This is an optimization exercise on Yosys and OpenROAD, whose aim is a short achievable clock period and few clock cycles, not a production implementation. In this exercise RTL edits were held to simulation tests only and were not proved equivalent to the original. Power is estimated from default activity; no workload was simulated.

$ cat flow/config.mk
export PLATFORM = sky130hd
export DESIGN_NAME = cpu
export DESIGN_NICKNAME = cpu
export VERILOG_FILES = /design/flow/design.v
export SDC_FILE = /design/flow/constraint.sdc
export NUM_CORES = 4
export LEC_CHECK = 0
export CAP_MARGIN = 20
export CORE_MARGIN = 2
export CORE_UTILIZATION = 35
export SETUP_SLACK_MARGIN = 0.5
export SLEW_MARGIN = 20
$ cat flow/constraint.sdc
create_clock -name core_clock -period 12.0 [get_ports {clk}]
set_input_delay 2.4000 -clock core_clock [delete_from_list [all_inputs] [get_ports {clk}]]
set_output_delay 2.4000 -clock core_clock [all_outputs]
set_load 0.01 [all_outputs]
$ cat flow/design.v
`timescale 1ns / 1ps
module alu(
    output reg [15:0] out,
    output reg cout,
    input [3:0] op,
    input [3:0] logic_func,
    input [15:0] ina,
    input [15:0] inb,
    input [15:0] inc,
    input cin
    );
    integer i;
    always @(*) begin
        out = 16'b0;
        cout = cin;
        case(op)
            4'b0000 : {cout, out} = ina + inb + cin;
            4'b0001 : out = (ina << inb[3:0]) | ({16{cin}} >> -inb[3:0]);
            4'b0010 : {cout, out} = {1'b1, ina} - inb - ~cin;
            4'b0011 : out = (ina << inb[3:0]) | (ina >> -inb[3:0]);
            4'b0100 : for(i = 0; i < 16; i = i + 1) out[i] = logic_func[{ina[i], inb[i]}];
            4'b0101 : out = (|inc)    ? (ina) : (ina + inb);
            4'b0110 : out = (~|inc)   ? (ina) : (ina + inb);
            4'b0111 : out = (inc[15]) ? (ina) : (ina + inb);
        endcase
    end
endmodule
`timescale 1ns / 1ps
module reg16(
    output [15:0] outa,
    output [15:0] outb,
    output [15:0] outc,
    input [15:0] in,
    input [2:0] output_en,
    input write_en,
    input clk,
    input reset
    );
    reg [15:0] value;
    assign outa = output_en[0] ? value : 16'b0;
    assign outb = output_en[1] ? value : 16'b0;
    assign outc = output_en[2] ? value : 16'b0;
    always @(posedge clk) begin
        if(reset) begin
            value <= 16'b0;
        end else if(write_en) begin
            value <= in;
        end
    end
endmodule
`timescale 1ns / 1ps
module mem(
    output reg [7:0] data_out,
    output reg [31:0] io_outputs,
    input [7:0] data_in,
    input [31:0] io_inputs,
    input [15:0] addr,
    input write_en,
    input [7:0] mem_rdata,
    input clk,
    input reset
    );
    always @(posedge clk) begin
        if(reset) begin
            io_outputs <= 32'b0;
        end else if(write_en) begin
            case(addr)
                16'hfff8 : io_outputs[7:0] <= data_in;
                16'hfff9 : io_outputs[15:8] <= data_in;
                16'hfffa : io_outputs[23:16] <= data_in;
                16'hfffb : io_outputs[31:24] <= data_in;
                default : ;
            endcase
        end
    end
    always @(*) begin
        case(addr)
            16'hfff8 : data_out = io_outputs[7:0];
            16'hfff9 : data_out = io_outputs[15:8];
            16'hfffa : data_out = io_outputs[23:16];
            16'hfffb : data_out = io_outputs[31:24];
            16'hfffc : data_out = io_inputs[7:0];
            16'hfffd : data_out = io_inputs[15:8];
            16'hfffe : data_out = io_inputs[23:16];
            16'hffff : data_out = io_inputs[31:24];
            default  : data_out = mem_rdata;
        endcase
    end
endmodule
`timescale 1ns / 1ps
module cpu_ctl(
    output reg data_write_en,
    output reg [3:0] alu_op,
    output [3:0] alu_logic_func,
    output reg alu_cin,
    output reg [10:0] ctl_out,
    output reg [15:0] immediate,
    output reg [15:0] immediate2,
    output reg [15:0] write_en,
    output reg [47:0] output_en,
    input [7:0] data_in,
    input alu_cout,
    input clk,
    input reset
    );
    reg [31:0] insn;
    reg [15:0] mem_read_scratch;
    reg [7:0] insn_cycle;
    reg carry;
    assign alu_logic_func = insn[11:8];
    wire [15:0] reg_1, reg_2, reg_3;
    wire [47:0] out_1, out_2, out_3;
    wire insn_len_1, insn_len_2, insn_len_3, insn_len_4;
    assign reg_1 = 16'b1 << insn[3:0];
    assign reg_2 = 16'b1 << insn[15:12];
    assign reg_3 = 16'b1 << insn[11:8];
    assign out_1 = 48'b1 << (insn[3:0] * 3);
    assign out_2 = 48'b1 << (insn[15:12] * 3);
    assign out_3 = 48'b1 << (insn[11:8] * 3);
    function [1:0] insn_len;
        input [3:0] opcode;
        case(opcode)
            4'b0000: insn_len = 2'b00;
            4'b0001: insn_len = 2'b00;
            4'b0010: insn_len = 2'b01;
            4'b0011: insn_len = 2'b01;
            4'b0100: insn_len = 2'b01;
            4'b0101: insn_len = 2'b01;
            4'b0110: insn_len = 2'b01;
            4'b0111: insn_len = 2'b10;
            4'b1000: insn_len = 2'b10;
            4'b1001: insn_len = 2'b10;
            4'b1010: insn_len = 2'b11;
            4'b1011: insn_len = 2'b11;
            4'b1100: insn_len = 2'b11;
            4'b1101: insn_len = 2'b11;
            4'b1110: insn_len = 2'b11;
            4'b1111: insn_len = 2'b11;
        endcase
    endfunction
    reg [31:0] n_insn;
    reg [15:0] n_scratch;
    reg [7:0] n_cycle;
    reg n_carry;
    always @(*) begin
        n_insn = insn;
        n_cycle = insn_cycle;
        n_scratch = mem_read_scratch;
        n_carry = carry;
        case(n_cycle)
            8'b00 : begin
                n_insn[7:0] = data_in;
                n_cycle = (insn_len(n_insn[7:4]) == 2'b00) ? 8'b100 : 8'b01;
            end
            8'b01 : begin
                n_insn[15:8] = data_in;
                n_cycle = (insn_len(n_insn[7:4]) == 2'b01) ? 8'b100 : 8'b10;
            end
            8'b10 : begin
                n_insn[23:16] = data_in;
                n_cycle = (insn_len(n_insn[7:4]) == 2'b10) ? 8'b100 : 8'b11;
            end
            8'b11 : begin
                n_insn[31:24] = data_in;
                n_cycle = 8'b100;
            end
            default : case(n_insn[7:4])
                4'b0000 : begin
                    case(n_cycle)
                        8'b100  : n_cycle = 8'b101;
                        8'b101  : n_cycle = 8'b110;
                        default : n_cycle = 8'b00;
                    endcase
                end
                4'b0001 : begin
                    case(n_cycle)
                        8'b100  : n_cycle = 8'b111;
                        8'b111  : begin
                            n_scratch[7:0] = data_in;
                            n_cycle = 8'b1000;
                        end
                        8'b1000 : begin
                            n_scratch[15:8] = data_in;
                            n_cycle = 8'b1001;
                        end
                        default : n_cycle = 8'b00;
                    endcase
                end
                4'b0010 : begin
                    case(n_cycle)
                        8'b100  : n_cycle = 8'b1010;
                        default : n_cycle = 8'b00;
                    endcase
                end
                4'b0011 : begin
                    case(n_cycle)
                        8'b100  : n_cycle = 8'b1011;
                        default : begin
                            n_carry = alu_cout;
                            n_cycle = 8'b00;
                        end
                    endcase
                end
                4'b0100 : begin
                    case(n_cycle)
                        8'b100  : n_cycle = 8'b1100;
                        default : begin
                            n_carry = alu_cout;
                            n_cycle = 8'b00;
                        end
                    endcase
                end
                4'b0101 : begin
                    case(n_cycle)
                        8'b100  : n_cycle = 8'b1101;
                        default : n_cycle = 8'b00;
                    endcase
                end
                4'b0110 : begin
                    case(n_cycle)
                        8'b100  : n_cycle = 8'b1110;
                        default : n_cycle = 8'b00;
                    endcase
                end
                4'b0111 : begin
                    case(n_cycle)
                        8'b100  : n_cycle = 8'b1111;
                        default : n_cycle = 8'b00;
                    endcase
                end
                4'b1000 : begin
                    case(n_cycle)
                        8'b100  : n_cycle = 8'b10000;
                        default : n_cycle = 8'b00;
                    endcase
                end
                4'b1001 : begin
                    case(n_cycle)
                        8'b100   : n_cycle = 8'b10001;
                        8'b10001 : n_cycle = 8'b10010;
                        default  : n_cycle = 8'b00;
                    endcase
                end
                4'b1010 : begin
                    case(n_cycle)
                        8'b100  : n_cycle = 8'b10011;
                        default : n_cycle = 8'b00;
                    endcase
                end
                4'b1011 : begin
                    case(n_cycle)
                        8'b100  : n_cycle = 8'b10100;
                        default : n_cycle = 8'b00;
                    endcase
                end
                4'b1100 : begin
                    case(n_cycle)
                        8'b100  : n_cycle = 8'b10101;
                        default : n_cycle = 8'b00;
                    endcase
                end
                4'b1101 : begin
                    case(n_cycle)
                        8'b100  : n_cycle = 8'b10110;
                        default : n_cycle = 8'b00;
                    endcase
                end
                4'b1110 : begin
                    case(n_cycle)
                        8'b100   : n_cycle = 8'b10111;
                        8'b10111 : begin
                            n_scratch[7:0] = data_in;
                            n_cycle = 8'b11000;
                        end
                        8'b11000 : begin
                            n_scratch[15:8] = data_in;
                            n_cycle = 8'b11001;
                        end
                        default  : n_cycle = 8'b00;
                    endcase
                end
                4'b1111 : begin
                    case(n_cycle)
                        8'b100   : n_cycle = 8'b11010;
                        8'b11010 : n_cycle = 8'b11011;
                        default  : n_cycle = 8'b00;
                    endcase
                end
            endcase
        endcase
    end
    always @(posedge clk) begin
        if(reset) begin
            insn <= 32'b0;
            insn_cycle <= 8'b0;
            mem_read_scratch <= 16'b0;
            carry <= 1'b0;
        end else begin
            insn <= n_insn;
            insn_cycle <= n_cycle;
            mem_read_scratch <= n_scratch;
            carry <= n_carry;
        end
    end
    always @(*) begin
        write_en = 16'b0;
        data_write_en = 1'b0;
        alu_op = 4'b0;
        alu_cin = 1'b0;
        output_en = 48'b0;
        ctl_out = 11'b0;
        immediate = 16'b0;
        immediate2 = 16'b0;
        case(insn_cycle)
            8'b00, 8'b01, 8'b10, 8'b11 : begin
                write_en = 16'b1;
                data_write_en = 1'b0;
                alu_op = 4'b000;
                alu_cin = 1'b0;
                output_en = 48'b1;
                ctl_out = 11'b00010010101;
                immediate = 16'b1;
            end
            8'b100 : begin
                write_en = 16'b0;
                data_write_en = 1'b0;
            end
            8'b101 : begin
                write_en = 16'b0;
                data_write_en = 1'b1;
                alu_op = 4'b000;
                alu_cin = 1'b0;
                output_en = 48'b1000 | (out_1 << 1);
                ctl_out = 11'b01000100101;
                immediate = 16'hffff;
            end
            8'b110 : begin
                write_en = 16'b10;
                data_write_en = 1'b1;
                alu_op = 4'b000;
                alu_cin = 1'b0;
                output_en = 48'b1000 | (out_1 << 1);
                ctl_out = 11'b10010010101;
                immediate = 16'hfffe;
            end
            8'b111 : begin
                write_en = 16'b10;
                data_write_en = 1'b0;
                alu_op = 4'b000;
                alu_cin = 1'b0;
                output_en = 48'b1000;
                ctl_out = 11'b00010011001;
                immediate2 = 16'b1;
            end
            8'b1000 : begin
                write_en = 16'b10;
                data_write_en = 1'b0;
                alu_op = 4'b000;
                alu_cin = 1'b0;
                output_en = 48'b1000;
                ctl_out = 11'b00010011001;
                immediate2 = 16'b1;
            end
            8'b1001 : begin
                write_en = reg_1;
                data_write_en = 1'b0;
                ctl_out = 11'b00101000000;
                immediate = mem_read_scratch;
            end
            8'b1010 : begin
                write_en = reg_1;
                data_write_en = 1'b0;
                alu_op = 4'b100;
                output_en = out_1 | (out_2 << 1);
                ctl_out = 11'b00010000011;
            end
            8'b1011 : begin
                write_en = reg_2;
                data_write_en = 1'b0;
                alu_op = 4'b000;
                alu_cin = insn[3] ? carry : 1'b0;
                output_en = out_2 | (out_3 << 1);
                ctl_out = 11'b00010000011;
            end
            8'b1100 : begin
                write_en = reg_2;
                data_write_en = 1'b0;
                alu_op = 4'b010;
                alu_cin = insn[3] ? carry : 1'b1;
                output_en = out_2 | (out_3 << 1);
                ctl_out = 11'b00010000011;
            end
            8'b1101 : begin
                write_en = reg_2;
                data_write_en = 1'b0;
                alu_op = insn[3] ? 4'b001 : 4'b011;
                alu_cin = carry;
                output_en = out_2 | (out_3 << 1);
                ctl_out = 11'b00010000011;
            end
            8'b1110 : begin
                write_en = reg_1;
                data_write_en = 1'b0;
                alu_op = insn[3] ? 4'b001 : 4'b011;
                alu_cin = carry;
                output_en = out_1;
                ctl_out = 11'b00010000101;
                immediate = insn[11:8];
            end
            8'b1111 : begin
                write_en = reg_1;
                data_write_en = 1'b0;
                alu_op = 4'b000;
                alu_cin = 1'b0;
                output_en = out_1;
                ctl_out = 11'b00010000101;
                immediate = insn[23:8];
            end
            8'b10000 : begin
                write_en = reg_1;
                data_write_en = 1'b0;
                ctl_out = 11'b00101000000;
                immediate = insn[23:8];
            end
            8'b10001 : begin
                write_en = 16'h8000;
                data_write_en = 1'b0;
                output_en = 48'b10;
                ctl_out = 11'b00001000000;
            end
            8'b10010 : begin
                write_en = 16'b1;
                data_write_en = 1'b0;
                alu_op = 4'b000;
                alu_cin = 1'b0;
                output_en = out_1;
                ctl_out = 11'b00010000101;
                immediate = insn[23:8];
            end
            8'b10011 : begin
                write_en = reg_2;
                data_write_en = 1'b0;
                alu_op = 4'b100;
                output_en = out_2;
                ctl_out = 11'b00010000101;
                immediate = insn[31:16];
            end
            8'b10100 : begin
                write_en = 16'b1;
                data_write_en = 1'b0;
                alu_op = 4'b101;
                output_en = (out_2 << 2) | out_3;
                ctl_out = 11'b00010000101;
                immediate = insn[31:16];
            end
            8'b10101 : begin
                write_en = 16'b1;
                data_write_en = 1'b0;
                alu_op = 4'b110;
                output_en = (out_2 << 2) | out_3;
                ctl_out = 11'b00010000101;
                immediate = insn[31:16];
            end
            8'b10110 : begin
                write_en = 16'b1;
                data_write_en = 1'b0;
                alu_op = 4'b111;
                output_en = (out_2 << 2) | out_3;
                ctl_out = 11'b00010000101;
                immediate = insn[31:16];
            end
            8'b10111 : begin
                write_en = 16'b0;
                data_write_en = 1'b0;
                alu_op = 4'b000;
                alu_cin = 1'b0;
                output_en = out_3;
                ctl_out = 11'b00000101001;
                immediate2 = insn[31:16];
            end
            8'b11000 : begin
                write_en = 16'b0;
                data_write_en = 1'b0;
                alu_op = 4'b000;
                alu_cin = 1'b1;
                output_en = out_3;
                ctl_out = 11'b00000101001;
                immediate2 = insn[31:16];
            end
            8'b11001 : begin
                write_en = reg_2;
                data_write_en = 1'b0;
                ctl_out = 11'b00101000000;
                immediate = mem_read_scratch;
            end
            8'b11010 : begin
                write_en = 16'b0;
                data_write_en = 1'b1;
                alu_op = 4'b000;
                alu_cin = 1'b0;
                output_en = out_2 | (out_3 << 1);
                ctl_out = 11'b01000100101;
                immediate = insn[31:16];
            end
            8'b11011 : begin
                write_en = 16'b0;
                data_write_en = 1'b1;
                alu_op = 4'b000;
                alu_cin = 1'b1;
                output_en = out_2 | (out_3 << 1);
                ctl_out = 11'b10000100101;
                immediate = insn[31:16];
            end
            default : ;
        endcase
    end
endmodule
`timescale 1ns / 1ps
module cpu(
    output [31:0] io_outputs,
    output [15:0] mem_addr,
    output [7:0] mem_wdata,
    output mem_we,
    input [7:0] mem_rdata,
    input [31:0] io_inputs,
    input clk,
    input reset
    );
    wire [15:0] addr;
    wire [7:0] data_in, data_out;
    wire data_write_en;
    mem mem0(data_out, io_outputs, data_in, io_inputs, addr, data_write_en, mem_rdata, clk, reset);
    assign mem_addr = addr;
    assign mem_wdata = data_in;
    assign mem_we = data_write_en;
    wire [15:0] busa, busb, alua, alub, aluc, alu_out, reg_in, imm, imm2, write_en;
    wire [47:0] output_en;
    wire [10:0] ctl;
    wire [3:0] logic_func;
    wire [3:0] op;
    wire alu_cin, alu_cout;
    wire [15:0] outa [0:15];
    wire [15:0] outb [0:15];
    wire [15:0] outc [0:15];
    generate
        genvar i;
        for(i = 0; i < 16; i = i + 1) begin: cpu_regs
            reg16 register(outa[i], outb[i], outc[i], reg_in, output_en[(i*3)+2:(i*3)], write_en[i], clk, reset);
        end
    endgenerate
    reg [15:0] regs_a, regs_b, regs_c;
    integer k;
    always @(*) begin
        regs_a = 16'b0;
        regs_b = 16'b0;
        regs_c = 16'b0;
        for(k = 0; k < 16; k = k + 1) begin
            regs_a = regs_a | outa[k];
            regs_b = regs_b | outb[k];
            regs_c = regs_c | outc[k];
        end
    end
    alu alu0(alu_out, alu_cout, op, logic_func, alua, alub, aluc, alu_cin);
    cpu_ctl ctl0(data_write_en, op, logic_func, alu_cin, ctl, imm, imm2, write_en, output_en, data_out, alu_cout, clk, reset);
    assign busa = regs_a;
    assign busb = regs_b | (ctl[8] ? imm : 16'b0);
    assign aluc = regs_c;
    assign alua = ctl[0] ? busa : 16'b0;
    assign alub = (ctl[1] ? busb : 16'b0) | (ctl[2] ? imm : 16'b0) | (ctl[3] ? imm2 : 16'b0);
    assign addr = (ctl[4] ? busa : 16'b0) | (ctl[5] ? alu_out : 16'b0);
    assign reg_in = (ctl[6] ? busb : 16'b0) | (ctl[7] ? alu_out : 16'b0);
    assign data_in = (ctl[9] ? busb[7:0] : 8'b0) | (ctl[10] ? busb[15:8] : 8'b0);
endmodule
$ cat flow/run.sh
#!/bin/bash
# synth_recipe.tcl (not shown) runs the flow's synth.tcl, then flattens the netlist and writes it again
# the make line also repeats each setting of config.mk as NAME=value (left out here)
make -C /OpenROAD-flow-scripts/flow DESIGN_CONFIG=/design/flow/config.mk WORK_HOME=/design/flow/orfs CLKGATE_MAP_FILE= SYNTH_SCRIPT=/design/flow/synth_recipe.tcl finish
==> qor.txt <==
Outcome - no timing/DRC/antenna violations
Clk Latency, worst-skew pair - 0.63 ns
Core area - 82,200 um2
HPWL after detailed placement - 174,000 um
Die Y - 292 um
First-pass GRT wire length - 299,000 um
CTS tree - done
Pwr dens - 204 nW/um2
Gr ovfl total - 0
Synth cell types - 132
Die width - 292 um
Final Critical Period - 11.49 ns
Post-synthesis register bit count - 344
Initial Util - 35.4%
IO Port Bufs - 98
Crit path DAT - 9.09 ns
Hold Buf Count CTS - 0
WHS Path Cells - 2
Vias per cell - 7.41
P&R area growth vs syn - 14.1%
Most instantiated cells after synthesis - nor2_1 (477), dfxtp_1 (344), nand2_1 (279), mux2i_1 (246), a21oi_1 (198)
Synth warn - 5
Clock buffer depth - 3
Ys flop type - dfxtp_1
# H-tree levels - 2
Pre-Repair DR Iteration Count - 10
Setup crit start kind - flop
Via Count - 36,932
Clk root buf - clkbuf_16
TritonCTS Buffers - 41
Largest net degree at the start of global routing - 90
Post-synthesis sequential area ratio - 23.7%
Worst min path class - reg -> reg
Iteration-0 DRC Markers - 6,242
Post-synth EDFFs - 0
Slew @ Worst Pin - 1.31 ns
Vias in the first global route - 33,185
Synthesized cell area - 29,100 um2
RD Place Congestion - 1.17
Grt met3 use - 20.5%
Antenna Nets Post-Route - 0
GR peak layer - met2
Synth area leaders - dfxtp_1 (24%), mux2i_1 (8.5%), nor2_1 (6.2%)
Syn nets - 3,910
Clk sinks - 344
CP Capture Type - output pin
Routed WL - 225,000 um
Rel. slew slack - 12.4%
Fin crit share - 95.7%
Final setup TNS - 0 ns
CP cell instances - nor2_1 > nand3_1 > o22ai_1 > or2_1 > a222oi_1 > and4_1 > a21oi_4 > buf_4 > ha_1 > fa_1 > nand2b_1 > a221oi_1 > o21ai_0 > a21oi_1 > o21ai_0 > a21oi_1 > o21a_1 > o32a_1 > and3_1 > o211ai_1 > a211oi_1 > o22ai_1 > clkdlybuf4s50_1
RSZ-0062 raised after global routing - no
CP Max Fanout - 40
Initial antenna violation count - 33
WP data required - 9.60 ns
GR Util All Layers - 50.7%
Number of max-cap violations - 0
Clock skew - 0.0491 ns
Cells after synthesis - 3,815
Number of nets in the layout - 3,950
Layout cell share with drive strength beyond 1 - 12.3%
Count leader, synth - nor2_1
Worst Path Class, Setup - reg -> out
Fmax - 87.0 MHz
Slew Viols, Final - 0
Final setup vio count - 0
Avg Inst Size Synth - 7.63 um2
Residual DRC - 0
P_leak - 11.0 nW
Fillers - 8,625
Share of the synthesized area in the top cell type - 23.7%
Ys async rst share - 0%
CP max stage cell - nor2_1
CP peak stage delay - 1.05 ns
Final hold viol count - 0
Die area - 85,500 um2
Clock-pin slew on the worst setup and hold paths - 0.06 ns
Register-to-Register Path Depth - 27
Peak supply drop - 0.000138 V
Routed length per placed instance - 45.1 um
Global Route met1 Usage - 61.4%
Row count - 105
WHS - 0.470 ns
Synth area leader - dfxtp_1
# IOs - 99
M2 GR Usage - 70.8%
sequential cells by signal (all words and copies together), names as in the netlist, named ones only:
name                     cells
ctl0.mem_read_scratch       16
ctl0.insn_cycle              5
cpu_regs.register.value    256
ctl0.insn                   32
ctl0.carry                   1
mem0.io_outputs             32
report_power, final:
group / leakage (nW) / switching [mW] / internal (mW)
sequential: 2.78 / 0.196 / 1.20
combinational: 7.56 / 2.90 / 1.20
clock: 0.665 / 0.574 / 0.719
final cells by class:
cell class / instances / area (um2) / share of cell area [%]
diodes: 32 / 80.1 / 0.241
clock buffers: 56 / 1170 / 3.53
clock inverters: 17 / 204 / 0.614
inverters: 104 / 394 / 1.19
multi-input cells: 3036 / 20400 / 61.4
flip-flops and latches: 344 / 6900 / 20.8
well taps: 1070 / 1340 / 4.03
repair buffers: 328 / 2740 / 8.24
final timing paths:
kind,start,end,slack (ns)
max,ctl0.insn[2]$_SDFFE_PP0N_,mem_addr[12],0.51
min,ctl0.mem_read_scratch[12]$_SDFFE_PP0P_,ctl0.mem_read_scratch[12]$_SDFFE_PP0P_,0.47
max reg2reg,ctl0.insn[13]$_SDFFE_PP0P_,ctl0.insn[3]$_SDFFE_PP0N_,1.76
min reg2reg,ctl0.mem_read_scratch[12]$_SDFFE_PP0P_,ctl0.mem_read_scratch[12]$_SDFFE_PP0P_,0.47
per-layer routing:
layer / up-vias / part of all wire [%]
met2: 3198 / 39
met1: 18074 / 38
met4: 2 / 9.7
met5: - / 0.0044
li1: 14704 / -
met3: 954 / 13
cell families (layout without fill, tap and decap cells):
logic type / Yosys count / count (layout) / share of synthesized area [%]
multiplexers: 272 / 272 / 9.74
XOR/XNOR: 30 / 30 / 0.903
AO/OA/AOI/OAI: 1311 / 1311 / 32.5
AND/OR/NAND/NOR: 1369 / 1369 / 23.9
buffers and inverters: 435 / 505 / 6.85
adder cells (fa/ha/maj): 54 / 54 / 2.45
flip-flops: 344 / 344 / 23.7
other: 0 / 32 / 0
cells in the final DEF (no fill, tap or decap), types with 31 or more instances in the layout:
cell type and count:
nor4_1 34, clkbuf_16 42, a221oi_1 36, nor2b_1 37
nand2_1 279, a31oi_1 44, nor2_1 464, a22o_1 53
diode_2 32, a222oi_1 37, nand4_1 56, mux2i_1 246
o21ai_0 197, and3_1 31, a22oi_1 111, nor3_1 68
o211ai_1 49, o22ai_1 57, a21oi_1 196, and4_1 34
nand3_1 105, inv_1 88, dfxtp_1 338, clkdlybuf4s50_1 97
buf_4 228, a211oi_1 177, nand2b_1 31, ha_1 48
through the flow:
step / std cells / setup slack [ns] / power [mW] / util, % / cell area [um2]
after floorplan: 3815 / 3.98 / 3.69 / - / 29100
after global placement: 4882 / 1.32 / 5.31 / 38.6 / 31700
after detailed placement: 4882 / 1.39 / 5.25 / 38.6 / 31700
after CTS: 4955 / 0.751 / 6.55 / 40.3 / 33100
after global routing: 4960 / 0.541 / 6.89 / 40.3 / 33100
final: 4987 / 0.510 / 6.79 / 40.4 / 33200
worst max-delay path, delay by kind of cell (launching register included):
kind | cells | cell delay [ns]
buffers and inverters | 2 | 1.05
AOI/OAI and AO/OA | 13 | 3.59
DFF | 1 | 0.53
and+or+nand+nor | 6 | 2.73
adders and majority gates | 2 | 0.56
what timing repair did:
action,in CTS,in global routing
resized for setup,0,4
endpoints found under the setup margin,0,7
setup buffers,0,0
Testbench counts, summed over its fixed seeds: cycles 343,385.

## static timing again, ports no longer ideal
The flow's constraints put no driver on any port. The routed layout listed below was extracted and timed again, unchanged, in two steps. Step 1 sets driving cells, clkbuf_16 on the clock port and buf_2 on the other inputs (assumed; they add their load-dependent delay and slew). Step 2, shift: input delay + t, output delay - t, t = (earliest + latest rising clock arrival at the registers) / 2. This alone moves slack from input paths to output paths. Slacks: ideal ports / drivers / drivers and shift; pairs: ideal ports / drivers.
t (ns): 0.676
setup WS [ns]: 0.510 / 0.435 / 1.111
worst setup path at the end: register to output
After both steps this run still meets setup and hold. The setup slack of this run moves by -0.075 ns with the drivers and by +0.601 ns with both steps.
